This is an optimization exercise on Yosys and OpenROAD, whose aim is small area, not a production implementation.
Function was checked by simulation only, so behaviour that the tests miss may differ from the original.
Power figures rest on the tool's default switching activity, not on a simulated workload.

== run A ==
## Full_datapath
module Full_datapath( input clk, input rst,
 output [11:0] mem_addr, output [2:0] mem_func, output mem_re, output mem_we,
 output [31:0] mem_wdata, input [31:0] mem_rdata,
 output wb_we, output [4:0] wb_rd, output [31:0] wb_data);
Settings: LEC_CHECK=0, CAP_MARGIN=20, CORE_MARGIN=2, CORE_UTILIZATION=70, CTS_BUF_LIST=sky130_fd_sc_hd__clkbuf_8, CTS_CLUSTER_DIAMETER=60, CTS_CLUSTER_SIZE=14, PLACE_DENSITY=0.8, SLEW_MARGIN=20, SYNTH_HIERARCHICAL=1, SYNTH_MINIMUM_KEEP_SIZE=0; clock period 15.0 ns.
run.sh (not shown) runs the stock make flow with config.mk's settings and CLKGATE_MAP_FILE= SYNTH_SCRIPT=/design/flow/synth_recipe.tcl, a recipe that flattens the netlist after the stock synthesis.
diff inputs: run A => run B
==> flow/flow/run.sh (new file) <==
#!/bin/bash
# The standard layout, with single-drive buffers on the ports and
# power recovery (downsizing of gates off the critical paths) after
# global routing. Synthesis is the standard one, unchanged.
set -euo pipefail
bash standard.sh synth > synth.log 2>&1
bash standard.sh 'BUFFER_PORTS_ARGS=-buffer_cell sky130_fd_sc_hd__buf_1' RECOVER_POWER=100 finish > layout.log 2>&1
==> flow/standard.sh (new file) <==
#!/bin/bash
# synth_recipe.tcl (not shown) runs the flow's synth.tcl, then flattens the netlist and writes it again
# the make line also repeats each setting of config.mk as NAME=value (left out here)
make -C /OpenROAD-flow-scripts/flow DESIGN_CONFIG=/design/flow/config.mk WORK_HOME=/design/flow/orfs CLKGATE_MAP_FILE= SYNTH_SCRIPT=/design/flow/synth_recipe.tcl "${@:-finish}"
==> flow/config.mk <==
export PLATFORM = sky130hd
export DESIGN_NAME = Full_datapath
export DESIGN_NICKNAME = Full_datapath
export VERILOG_FILES = /design/flow/design.v
export SDC_FILE = /design/flow/constraint.sdc
export NUM_CORES = 4
export LEC_CHECK = 0
export CAP_MARGIN = 20
export CORE_MARGIN = 2
export CORE_UTILIZATION = 55
export CTS_BUF_LIST = sky130_fd_sc_hd__clkbuf_8
export CTS_CLUSTER_DIAMETER = 60
export CTS_CLUSTER_SIZE = 14
export PLACE_DENSITY = 0.65
export SLEW_MARGIN = 20
export SYNTH_HIERARCHICAL = 1
export SYNTH_MINIMUM_KEEP_SIZE = 0
removed: flow/run.sh
[summary]
Run A → run B: final instance area shrank by 1.5%; total negative slack for setup checks has remained practically unchanged; worst setup margin went up; global-route wire length before repair shows no meaningful change; tap cell count went up by 31%.
In run B the implementation ran to completion but is not tape-out ready, as the final checks report capacitance limit, slew limit.
Launch point of the critical path = ir[21]: run A; launch point of the critical path = ir[8]: run B
The higher switching power of run A and run B is in run B.
Re via count: run A and run B aren't equal, and the lower value belongs to run B.
From run A to run B the numbers moved as follows: routed wire length went up, combinational power went down.
Final worst-path cycle share was lower in run B than in run A.
Edits applied to the flow inputs when going from run B to run C:
==> flow/flow/run.sh <==
#!/bin/bash
# The standard layout, with single-drive buffers (buf_1) on the ports.
# Synthesis is the standard one, unchanged.
set -euo pipefail
bash standard.sh synth > synth.log 2>&1
bash standard.sh 'BUFFER_PORTS_ARGS=-buffer_cell sky130_fd_sc_hd__buf_1' finish > layout.log 2>&1
Findings:
Run C: full flow OK, the timing, DRC and antenna checks passed
Compared with run B, run C shows a post-route fraction of the period consumed by the critical path that is 0.18 points lower.
Going from run B to run C, layout overhead on the synthesized area picked up an extra 0.86 points, count of maximum capacitance violations lost 45, total power neither gained nor lost much, cell area picked up an extra about 0.8%, total count of max-transition violations in the final report lost 1572.
Between run B and run C, non-clock buffering overhead in the final layout is higher for run C, run B comes in under that.
Inputs modified between run C and run D:
==> flow/run.sh (new file) <==
#!/bin/bash
# synth_recipe.tcl (not shown) runs the flow's synth.tcl, then flattens the netlist and writes it again
# the make line also repeats each setting of config.mk as NAME=value (left out here)
make -C /OpenROAD-flow-scripts/flow DESIGN_CONFIG=/design/flow/config.mk WORK_HOME=/design/flow/orfs CLKGATE_MAP_FILE= SYNTH_SCRIPT=/design/flow/synth_recipe.tcl finish
-- flow/config.mk --
<<< run C, line 9
export CORE_MARGIN = 2
export CORE_UTILIZATION = 55
export CTS_BUF_LIST = sky130_fd_sc_hd__clkbuf_8
export CTS_CLUSTER_DIAMETER = 60
export CTS_CLUSTER_SIZE = 14
export PLACE_DENSITY = 0.65
export SLEW_MARGIN = 20
>>> run D, line 9
export CORE_MARGIN = 2
export CORE_UTILIZATION = 55
export CTS_BUF_LIST = sky130_fd_sc_hd__clkbuf_16
export CTS_CLUSTER_DIAMETER = 60
export CTS_CLUSTER_SIZE = 20
export PLACE_DENSITY = 0.65
export SLEW_MARGIN = 20
removed: flow/flow/run.sh
removed: flow/standard.sh
Notes after the runs:
Run D completed; timing, DRC and antenna clean
As far as worst hold slack is concerned, run D and run C perform about the same.
Looking at non-clock buffer count across run C and run D, the one that comes out higher is run C.
Per the comparison of run D with run C, combinational power climbed 18%; portion of total power attributed to combinational logic now sits at about the same level; slew at the pin closest to its max-slew limit lost 0.041 ns; area fraction of clock buffers and clock inverters increased 2.1 points.
What run E does differently from run D at the input level:
-- flow/config.mk --
<<< run D, line 9
export CORE_MARGIN = 2
export CORE_UTILIZATION = 55
export CTS_BUF_LIST = sky130_fd_sc_hd__clkbuf_16
export CTS_CLUSTER_DIAMETER = 60
export CTS_CLUSTER_SIZE = 20
export PLACE_DENSITY = 0.65
export SLEW_MARGIN = 20
>>> run E, line 9
export CORE_MARGIN = 2
export CORE_UTILIZATION = 55
export CTS_BUF_LIST = sky130_fd_sc_hd__clkbuf_8
export CTS_CLUSTER_DIAMETER = 60
export CTS_CLUSTER_SIZE = 14
export PLACE_DENSITY = 0.65
export SLEW_MARGIN = 20
==> results.txt <==
In the reports for run E and run D, the smaller post-route total power belongs to run E.
Per the comparison of run E with run D, clock network fraction of design power decreased 7.2 points, met2 layer usage reported by global route saw an increase, cell area after layout dropped 0.0011 mm^2, upper clock frequency limit shows a reduction of about 0.44%.
Run E: all stages complete, timing, DRC and antenna checks passed
~same met3 routing resource usage after global routing in run E and run D

========
P:
Full_datapath, a different RTL version from the one above (not shown whole).
Size in the first run: roughly 2700 cells after synthesis, ~1200 flip-flops, roughly 120 I/O pins, roughly 0.047 mm2 of cells after synthesis.
==> flow/config.mk <==
export PLATFORM = sky130hd
export DESIGN_NAME = Full_datapath
export DESIGN_NICKNAME = Full_datapath
export VERILOG_FILES = /design/flow/design.v
export SDC_FILE = /design/flow/constraint.sdc
export NUM_CORES = 4
export LEC_CHECK = 0
export CAP_MARGIN = 20
export CORE_MARGIN = 2
export CORE_UTILIZATION = 55
export CTS_BUF_LIST = sky130_fd_sc_hd__clkbuf_4
export PLACE_DENSITY = 0.65
export SLEW_MARGIN = 20
export SYNTH_HIERARCHICAL = 1
export SYNTH_MINIMUM_KEEP_SIZE = 0
==> flow/constraint.sdc <==
create_clock -name core_clock -period 15.0 [get_ports {clk}]
set_input_delay 3.0000 -clock core_clock [delete_from_list [all_inputs] [get_ports {clk}]]
set_output_delay 3.0000 -clock core_clock [all_outputs]
set_load 0.01 [all_outputs]
Stock flow here: none of the scripts above is used.
Changes in Q relative to P:
- a change of CTS_BUF_LIST from sky130_fd_sc_hd__clkbuf_4 to sky130_fd_sc_hd__clkbuf_8
--- outcome ---
- Q | status: complete | timing, DRC, antenna: pass
- Diff P -> Q | signal arrival time at the worst endpoint | decrease of 110 ps
- From P to Q the numbers moved as follows: sequential share of layout area rose 0.44 points; worst relative slew slack closely matched the old numbers; number of clock buffer instances in the layout shows a reduction of 257; clock network contribution to total cell area dropped 0.35 points; signed area change from the synthesized netlist to the final layout moved down.

========
== cedar ==
Another version of the RTL of Full_datapath (not shown whole).
For scale: ~2700 cells after synthesis, about 1200 flip-flops, about 120 I/O pins.
export LEC_CHECK = 0
export CAP_MARGIN = 20
export CORE_MARGIN = 2
export CORE_UTILIZATION = 70
export CTS_BUF_LIST = sky130_fd_sc_hd__clkbuf_8
export CTS_CLUSTER_DIAMETER = 60
export CTS_CLUSTER_SIZE = 14
export PLACE_DENSITY = 0.8
export SLEW_MARGIN = 20
export SYNTH_HIERARCHICAL = 1
export SYNTH_MINIMUM_KEEP_SIZE = 0
create_clock -name core_clock -period 15.0 [get_ports {clk}]
standard.sh (not shown) runs the stock make flow with config.mk's settings and CLKGATE_MAP_FILE= SYNTH_SCRIPT=/design/flow/synth_recipe.tcl, a recipe that flattens the netlist after the stock synthesis.
==> flow/flow/run.sh <==
#!/bin/bash
# The standard layout, with single-drive buffers (buf_1) on the ports.
# Synthesis is the standard one, unchanged.
set -euo pipefail
bash standard.sh synth > synth.log 2>&1
bash standard.sh 'BUFFER_PORTS_ARGS=-buffer_cell sky130_fd_sc_hd__buf_1' finish > layout.log 2>&1
#### Input delta (xenon over cedar)
# cedar
export LEC_CHECK = 0
export CAP_MARGIN = 20
export CORE_MARGIN = 2
export CORE_UTILIZATION = 70
export CTS_BUF_LIST = sky130_fd_sc_hd__clkbuf_8
export CTS_CLUSTER_DIAMETER = 60
export CTS_CLUSTER_SIZE = 14
export PLACE_DENSITY = 0.8
export SLEW_MARGIN = 20
export SYNTH_HIERARCHICAL = 1
export SYNTH_MINIMUM_KEEP_SIZE = 0
create_clock -name core_clock -period 15.0 [get_ports {clk}]
# xenon
export LEC_CHECK = 0
export CAP_MARGIN = 0
export CORE_MARGIN = 2
export CORE_UTILIZATION = 70
export CTS_BUF_LIST = sky130_fd_sc_hd__clkbuf_8
export CTS_CLUSTER_DIAMETER = 60
export CTS_CLUSTER_SIZE = 14
export PLACE_DENSITY = 0.8
export SLEW_MARGIN = 0
export SYNTH_HIERARCHICAL = 1
export SYNTH_MINIMUM_KEEP_SIZE = 0
create_clock -name core_clock -period 15.0 [get_ports {clk}]
==> flow/run.sh (new file) <==
#!/bin/bash
# synth_recipe.tcl (not shown) runs the flow's synth.tcl, then flattens the netlist and writes it again
# the make line also repeats each setting of config.mk as NAME=value (left out here)
make -C /OpenROAD-flow-scripts/flow DESIGN_CONFIG=/design/flow/config.mk WORK_HOME=/design/flow/orfs CLKGATE_MAP_FILE= SYNTH_SCRIPT=/design/flow/synth_recipe.tcl finish
removed: flow/flow/run.sh
removed: flow/standard.sh
## What came out
The lower initial antenna violation count of cedar and xenon is in cedar. xenon packs its core more tightly than cedar. The lower total power draw came out of cedar. xenon against cedar: setup slack saw a decrease; power of the clock network saw little to no change; via count of the first global-routing pass saw a decrease. Lower share of final-layout standard cells stronger than drive strength 1 among cedar and xenon: xenon. Compared with cedar, in xenon sum of routed wire length over all layers moved up, multi-input logic area saw little to no change.
--- input diff xenon..nickel ---
# xenon
export LEC_CHECK = 0
export CAP_MARGIN = 0
export CORE_MARGIN = 2
export CORE_UTILIZATION = 70
export CTS_BUF_LIST = sky130_fd_sc_hd__clkbuf_8
export CTS_CLUSTER_DIAMETER = 60
export CTS_CLUSTER_SIZE = 14
export PLACE_DENSITY = 0.8
export SLEW_MARGIN = 0
export SYNTH_HIERARCHICAL = 1
export SYNTH_MINIMUM_KEEP_SIZE = 0
create_clock -name core_clock -period 15.0 [get_ports {clk}]
# nickel
export LEC_CHECK = 0
export CAP_MARGIN = 20
export CORE_MARGIN = 2
export CORE_UTILIZATION = 70
export CTS_BUF_LIST = sky130_fd_sc_hd__clkbuf_8
export CTS_CLUSTER_DIAMETER = 80
export CTS_CLUSTER_SIZE = 16
export PLACE_DENSITY = 0.8
export SLEW_MARGIN = 20
export SYNTH_HIERARCHICAL = 1
export SYNTH_MINIMUM_KEEP_SIZE = 0
create_clock -name core_clock -period 15.0 [get_ports {clk}]
==> flow/flow/run.sh (new file) <==
#!/bin/bash
# The standard layout, with single-drive buffers (buf_1) on the ports.
# Synthesis is the standard one, unchanged.
set -euo pipefail
bash standard.sh synth > synth.log 2>&1
bash standard.sh 'BUFFER_PORTS_ARGS=-buffer_cell sky130_fd_sc_hd__buf_1' finish > layout.log 2>&1
==> flow/standard.sh (new file) <==
#!/bin/bash
# synth_recipe.tcl (not shown) runs the flow's synth.tcl, then flattens the netlist and writes it again
# the make line also repeats each setting of config.mk as NAME=value (left out here)
make -C /OpenROAD-flow-scripts/flow DESIGN_CONFIG=/design/flow/config.mk WORK_HOME=/design/flow/orfs CLKGATE_MAP_FILE= SYNTH_SCRIPT=/design/flow/synth_recipe.tcl "${@:-finish}"
removed: flow/run.sh
### Flow results
Final wirelength improves in nickel relative to xenon.
[compare] base=xenon new=nickel: power decreased by 3.1% relative to the old numbers, number of standard cells in the final layout excluding fillers went down 1.1%, setup slack after layout moved up, buffering overhead fell 1.2 points.
Changes in onyx relative to nickel:
# nickel
export LEC_CHECK = 0
export CAP_MARGIN = 20
export CORE_MARGIN = 2
export CORE_UTILIZATION = 70
export CTS_BUF_LIST = sky130_fd_sc_hd__clkbuf_8
export CTS_CLUSTER_DIAMETER = 80
export CTS_CLUSTER_SIZE = 16
export PLACE_DENSITY = 0.8
export SLEW_MARGIN = 20
export SYNTH_HIERARCHICAL = 1
export SYNTH_MINIMUM_KEEP_SIZE = 0
create_clock -name core_clock -period 15.0 [get_ports {clk}]
# onyx
export LEC_CHECK = 0
export CAP_MARGIN = 20
export CORE_MARGIN = 2
export CORE_UTILIZATION = 70
export CTS_BUF_LIST = sky130_fd_sc_hd__clkbuf_8
export CTS_CLUSTER_DIAMETER = 70
export CTS_CLUSTER_SIZE = 15
export PLACE_DENSITY = 0.8
export SLEW_MARGIN = 20
export SYNTH_HIERARCHICAL = 1
export SYNTH_MINIMUM_KEEP_SIZE = 0
create_clock -name core_clock -period 15.0 [get_ports {clk}]
Notes after the runs:
Having completed the whole flow, onyx delivered a layout that passed the timing, DRC and antenna checks.
On final area, nickel and onyx are neck and neck.
In the flow results for nickel and onyx, the share of power burned in the clock network is smaller on nickel.
Summary of onyx over nickel: share of power burned in combinational logic level, final-stage net count level, largest stage delay on the critical path moved down, total power moved up.
Summary of onyx over nickel: number of diodes higher, global-route wire length before repair roughly the same, share of final layout cell area taken by non-clock buffers roughly the same.

## separate check: timing with driven ports
No port has a modelled driver above. Below, the same layouts with a new extraction and two added sets of constraints. Step 1 assumes that a clkbuf_16 drives the clock port and a buf_2 every other input. Step 2 also shifts input and output timing later by t, the mid clock arrival at the registers, as if the neighbouring blocks saw the same clock. a / b / c = ideal / step 1 / step 2; a / b = the first two.
run | t (ns) | setup slack, ns | slew at the worst register clock pin (ns)
run A | 0.818 | 0.501 / 0.501 / 0.501 | 0.10 / 0.10
run B | 0.826 | 0.543 / 0.543 / 0.543 | 0.10 / 0.10
run C | 0.816 | 0.569 / 0.569 / 0.569 | 0.10 / 0.10
run D | 0.734 | 0.526 / 0.526 / 0.526 | 0.08 / 0.08
run E | 0.816 | 0.462 / 0.462 / 0.462 | 0.10 / 0.10
P | 1.229 | 0.194 / 0.134 / 0.468 | 0.08 / 0.08
Q | 0.897 | 0.301 / 0.241 / 0.474 | 0.07 / 0.07
cedar | 0.814 | 0.791 / 0.791 / 0.791 | 0.10 / 0.10
xenon | 0.798 | 0.680 / 0.680 / 0.680 | 0.10 / 0.10
nickel | 0.784 | 0.759 / 0.759 / 0.759 | 0.12 / 0.12
onyx | 0.798 | 0.741 / 0.741 / 0.741 | 0.12 / 0.12
